Background: an optimization exercise with open tools, aiming at small area, a short achievable clock period and few clock cycles. Do not read the settings as production practice.
Only simulation tests tie the RTL to the original design; equivalence was not proved.
Power and IR drop assume default switching activity.

Setup of v6:
==> flow/design.v <==
module MonMult #(parameter W = 3) (
    input  [65:0]  s_in,
    input  [65:0]  c_in,
    input  [W-1:0] a,
    input  [64:0]  B,
    input  [63:0]  M,
    output [65:0]  s_out,
    output [65:0]  c_out
);
reg [66:0] s, c, ab, ts, tc, qm, us, uc;
reg q;
integer j;
always @* begin
    s = {1'b0, s_in};
    c = {1'b0, c_in};
    for (j = 0; j < W; j = j + 1) begin
        ab = a[j] ? {2'b0, B} : 67'd0;
        ts = s ^ c ^ ab;
        tc = {((s[65:0] & c[65:0]) | (s[65:0] & ab[65:0]) | (c[65:0] & ab[65:0])), 1'b0};
        q  = ts[0];
        qm = q ? {3'b0, M} : 67'd0;
        us = ts ^ tc ^ qm;
        uc = {((ts[65:0] & tc[65:0]) | (ts[65:0] & qm[65:0]) | (tc[65:0] & qm[65:0])), 1'b0};
        s  = {1'b0, us[66:1]};
        c  = {1'b0, uc[66:1]};
    end
end
assign s_out = s[65:0];
assign c_out = c[65:0];
endmodule
module rsa #(parameter W = 3) (
    input             clk,
    input             nreset,
    input             wr_bs,
    input             wr_msg,
    input             wr_mod,
    input             wr_exp,
    input             wr_res,
    input             wr_ctl,
    input      [31:0] wdata,
    input      [7:0]  raddr,
    output     [31:0] rdata,
    output            fabint
);
localparam NC = (66 + W - 1) / W;    
localparam K  = NC * W;              
localparam ST_IDLE = 7'b0000001;
localparam ST_LOAD = 7'b0000010;    
localparam ST_DBL  = 7'b0000100;    
localparam ST_MM   = 7'b0001000;    
localparam ST_FIN  = 7'b0010000;    
localparam ST_RED  = 7'b0100000;    
localparam ST_DONE = 7'b1000000;
localparam K_SQ  = 2'd0;
localparam K_MUL = 2'd1;
localparam K_OUT = 2'd2;
reg        bs;
reg        flag;
reg        done;
reg [6:0]  st;
reg [1:0]  kind;
reg [6:0]  cnt;
reg [5:0]  idx;
reg        found;
reg [64:0] acc;
reg [63:0] xb;
reg [65:0] ss, sc;
reg [W-1:0] a_sl;
wire [63:0] msg, M, E;
rsa_ram ram_0(
    .clk(clk), .bs(bs),
    .wr_msg(wr_msg), .wr_mod(wr_mod), .wr_exp(wr_exp),
    .wdata(wdata),
    .msg(msg), .mod(M), .ex(E));
wire [65:0] s_nx, c_nx;
MonMult #(.W(W)) mm_0(
    .s_in(ss), .c_in(sc), .a(a_sl), .B(acc), .M(M),
    .s_out(s_nx), .c_out(c_nx));
wire        dbl  = st[2];
wire        rst_ = st[5];
wire        sub  = dbl | rst_;
wire [64:0] X    = dbl ? {acc[63:0], 1'b0} : acc;
wire [65:0] P    = {1'b0, ss[64:0] | (X & {65{sub}})};
wire [65:0] Q    = sub ? {2'b11, ~M} : {1'b0, sc[64:0]};
wire [65:0] R    = P + Q + {65'd0, sub};
wire [64:0] sum  = R[64:0];
wire [63:0] red  = R[65] ? X[63:0] : R[63:0];
wire ebit    = E[idx];
wire found_n = found | ebit;
wire dbl_end = st[2] && (cnt == K - 1);
wire mm_end  = st[3] && (cnt == NC - 1);
wire       last = (idx == 6'd0);
wire [1:0] kind_n = (st[4] && kind == K_SQ && ebit) ? K_MUL :
                    last ? K_OUT : K_SQ;
wire [K+W-1:0] a_acc = acc;
wire [K+W-1:0] a_xb  = xb;
wire [4:0]     a_ix  = cnt[4:0] + 5'd1;
wire [W-1:0]   a_one = 1;
always @(posedge clk) begin
    if (st[3])
        a_sl <= (kind == K_SQ)  ? a_acc[a_ix*W +: W] :
                (kind == K_MUL) ? a_xb[a_ix*W +: W]  : {W{1'b0}};
    else if (st[4])
        a_sl <= (kind_n == K_SQ)  ? sum[W-1:0] :
                (kind_n == K_MUL) ? xb[W-1:0]  : a_one;
    else
        a_sl <= (kind_n == K_SQ)  ? red[W-1:0] : a_one;
end
always @(posedge clk) begin
    if (st[3]) begin
        ss <= s_nx;
        sc <= c_nx;
    end else begin
        ss <= 66'd0;
        sc <= 66'd0;
    end
end
always @(posedge clk) begin
    case (1'b1)
    st[1]: begin
        acc   <= {1'b0, msg};
        cnt   <= 7'd0;
        idx   <= 6'd63;
        found <= 1'b0;
    end
    st[2]: begin
        acc <= {1'b0, red};
        xb  <= red;
        cnt <= cnt + 7'd1;
        if (!found) begin
            if (ebit)
                found <= 1'b1;
            else if (!last)
                idx <= idx - 6'd1;
        end
        if (dbl_end) begin
            cnt  <= 7'd0;
            kind <= kind_n;
            if (!found_n)
                acc <= 65'd1;            
            else if (kind_n == K_SQ)
                idx <= idx - 6'd1;
        end
    end
    st[3]: begin
        cnt <= cnt + 7'd1;
    end
    st[4]: begin
        acc  <= sum;
        cnt  <= 7'd0;
        kind <= kind_n;
        if (kind_n == K_SQ)
            idx <= idx - 6'd1;
    end
    st[5]: begin
        acc <= {1'b0, red};
    end
    default: ;
    endcase
end
wire op_wr = wr_msg | wr_mod | wr_exp | wr_res;
wire start = wr_ctl &  wdata[0];
wire stop  = wr_ctl & ~wdata[0];
always @(posedge clk) begin
    if (!nreset) begin
        bs   <= 1'b0;
        flag <= 1'b0;
        done <= 1'b0;
        st   <= ST_IDLE;
    end else begin
        if (wr_bs)
            bs <= wdata[0];
        if (op_wr | stop) begin
            flag <= 1'b0;
            done <= 1'b0;
            st   <= ST_IDLE;
        end else if (start) begin
            flag <= 1'b1;
            done <= 1'b0;
            st   <= ST_LOAD;
        end else begin
            case (1'b1)
            st[1]:   st <= ST_DBL;
            st[2]:   if (dbl_end) begin
                         if (!found_n) begin
                             done <= 1'b1;
                             st   <= ST_DONE;
                         end else
                             st <= ST_MM;
                     end
            st[3]:   if (mm_end) st <= ST_FIN;
            st[4]:   st <= (kind == K_OUT) ? ST_RED : ST_MM;
            st[5]:   begin
                         done <= 1'b1;
                         st   <= ST_DONE;
                     end
            default: ;
            endcase
        end
    end
end
assign fabint = done;
assign rdata = ~raddr[5] ? {31'd0, flag} :
                raddr[2] ? {31'd0, done} :
                (bs ? acc[63:32] : acc[31:0]);
endmodule
module rsa_ram(
    input             clk,
    input             bs,
    input             wr_msg,
    input             wr_mod,
    input             wr_exp,
    input      [31:0] wdata,
    output reg [63:0] msg,
    output reg [63:0] mod,
    output reg [63:0] ex
);
always @(posedge clk) begin
    if (wr_msg & ~bs) msg[31:0]  <= wdata;
    if (wr_msg &  bs) msg[63:32] <= wdata;
    if (wr_mod & ~bs) mod[31:0]  <= wdata;
    if (wr_mod &  bs) mod[63:32] <= wdata;
    if (wr_exp & ~bs) ex[31:0]   <= wdata;
    if (wr_exp &  bs) ex[63:32]  <= wdata;
end
endmodule
module locknet_rsa(
    input         PCLK,
    input         PRESETN,
    input         PSEL,
    input         PENABLE,
    input         PWRITE,
    input  [7:0]  PADDR,
    input  [31:0] PWDATA,
    output [31:0] PRDATA,
    output        PREADY,
    output        PSLVERR,
    output        FABINT
);
assign PREADY  = 1'b1;
assign PSLVERR = 1'b0;
wire wr   = PSEL & PENABLE & PWRITE;
wire wsel = wr & (PADDR[7:5] == 3'b000) & (PADDR[1:0] == 2'b00);
rsa rsa_0(
    .clk(PCLK),
    .nreset(PRESETN),
    .wr_bs (wsel & (PADDR[4:2] == 3'b010)),    
    .wr_msg(wsel & (PADDR[4:2] == 3'b011)),    
    .wr_mod(wsel & (PADDR[4:2] == 3'b100)),    
    .wr_exp(wsel & (PADDR[4:2] == 3'b101)),    
    .wr_res(wsel & (PADDR[4:2] == 3'b110)),    
    .wr_ctl(wsel & (PADDR[4:2] == 3'b111)),    
    .wdata(PWDATA),
    .raddr(PADDR),
    .rdata(PRDATA),
    .fabint(FABINT)
);
endmodule
Settings: LEC_CHECK=0, ABC_CLOCK_PERIOD_IN_PS=4000, CAP_MARGIN=20, CORE_MARGIN=2, CORE_UTILIZATION=50, PLACE_DENSITY=0.65, SETUP_SLACK_MARGIN=5, SLEW_MARGIN=20; clock period 10.0 ns.
run.sh (not shown) runs the stock make flow with config.mk's settings and CLKGATE_MAP_FILE= SYNTH_SCRIPT=/design/flow/synth_recipe.tcl, a recipe that flattens the netlist after the stock synthesis.
Testbench counts of v6, summed over its fixed seeds: cycles 35,344.
--- input diff v6..v7 ---
--- a/flow/design.v
+++ b/flow/design.v
@@ -1,34 +1,40 @@
-module MonMult #(parameter W = 3) (
+module MonMult #(parameter W = 4) (
     input  [65:0]  s_in,
     input  [65:0]  c_in,
     input  [W-1:0] a,
+    input          q0,               
     input  [64:0]  B,
     input  [63:0]  M,
     output [65:0]  s_out,
     output [65:0]  c_out
 );
 reg [66:0] s, c, ab, ts, tc, qm, us, uc;
-reg q;
+reg q, qp;
 integer j;
 always @* begin
-    s = {1'b0, s_in};
-    c = {1'b0, c_in};
+    s  = {1'b0, s_in};
+    c  = {1'b0, c_in};
+    qp = 1'b0;
     for (j = 0; j < W; j = j + 1) begin
+        if (j == 0)
+            q = q0;
+        else
+            q = ts[1] ^ tc[1] ^ (a[j] & B[0]) ^ (qp & ~M[1]);
         ab = a[j] ? {2'b0, B} : 67'd0;
         ts = s ^ c ^ ab;
         tc = {((s[65:0] & c[65:0]) | (s[65:0] & ab[65:0]) | (c[65:0] & ab[65:0])), 1'b0};
-        q  = ts[0];
         qm = q ? {3'b0, M} : 67'd0;
         us = ts ^ tc ^ qm;
         uc = {((ts[65:0] & tc[65:0]) | (ts[65:0] & qm[65:0]) | (tc[65:0] & qm[65:0])), 1'b0};
         s  = {1'b0, us[66:1]};
         c  = {1'b0, uc[66:1]};
+        qp = q;
     end
 end
 assign s_out = s[65:0];
 assign c_out = c[65:0];
 endmodule
-module rsa #(parameter W = 3) (
+module rsa #(parameter W = 4) (
     input             clk,
     input             nreset,
     input             wr_bs,
@@ -73,8 +79,9 @@
     .wdata(wdata),
     .msg(msg), .mod(M), .ex(E));
 wire [65:0] s_nx, c_nx;
+reg q0;
 MonMult #(.W(W)) mm_0(
-    .s_in(ss), .c_in(sc), .a(a_sl), .B(acc), .M(M),
+    .s_in(ss), .c_in(sc), .a(a_sl), .q0(q0), .B(acc), .M(M),
     .s_out(s_nx), .c_out(c_nx));
 wire        dbl  = st[2];
 wire        rst_ = st[5];
@@ -96,15 +103,21 @@
 wire [K+W-1:0] a_xb  = xb;
 wire [4:0]     a_ix  = cnt[4:0] + 5'd1;
 wire [W-1:0]   a_one = 1;
-always @(posedge clk) begin
+reg [W-1:0] a_sl_n;
+always @* begin
     if (st[3])
-        a_sl <= (kind == K_SQ)  ? a_acc[a_ix*W +: W] :
-                (kind == K_MUL) ? a_xb[a_ix*W +: W]  : {W{1'b0}};
+        a_sl_n = (kind == K_SQ)  ? a_acc[a_ix*W +: W] :
+                 (kind == K_MUL) ? a_xb[a_ix*W +: W]  : {W{1'b0}};
     else if (st[4])
-        a_sl <= (kind_n == K_SQ)  ? sum[W-1:0] :
-                (kind_n == K_MUL) ? xb[W-1:0]  : a_one;
+        a_sl_n = (kind_n == K_SQ)  ? sum[W-1:0] :
+                 (kind_n == K_MUL) ? xb[W-1:0]  : a_one;
     else
-        a_sl <= (kind_n == K_SQ)  ? red[W-1:0] : a_one;
+        a_sl_n = (kind_n == K_SQ)  ? red[W-1:0] : a_one;
+end
+wire b0_n = st[3] ? acc[0] : st[4] ? sum[0] : red[0];
+always @(posedge clk) begin
+    a_sl <= a_sl_n;
+    q0   <= (st[3] ? (s_nx[0] ^ c_nx[0]) : 1'b0) ^ (a_sl_n[0] & b0_n);
 end
 always @(posedge clk) begin
     if (st[3]) begin
## What came out
Mux contribution to synthesized area, v6 and v7: larger value in v7. Compared with v6, post-synth net total in v7 increased by a few percent. Max chip width across v6 and v7: v7. Total length of routed met3 wires: v7 vs v6 up 19%. Going from v6 to v7, combinational cell fraction of total power climbed 1.2 points, total length of routed met2 wires climbed about 8%.
Testbench counts of v7, summed over its fixed seeds: cycles 28,016.

separate check: timing with driven ports:
No port has a modelled driver above. Below, the same layouts with a new extraction and two added sets of constraints. Step 1 sets driving cells, clkbuf_16 on the clock port and buf_2 on the other inputs (assumed; they add their load-dependent delay and slew). Step 2 moves the port delays by t, midway between the first and last clock arrival at a register: inputs arrive t later, outputs are due t later. That takes back most of the time a late clock gives input paths. Slacks: ideal / step 1 / step 2; pairs: ideal / step 1.
run | t, ns | setup WS [ns] | slew at the worst register clock pin (ns) | worst data-port slew with drivers (ns)
v6 | 0.697 | 4.849 / 4.849 / 4.849 | 0.07 / 0.07 | 0.06
v7 | 0.704 | 4.609 / 4.609 / 4.609 | 0.07 / 0.07 | 0.04
After both steps every run listed still meets setup and hold.
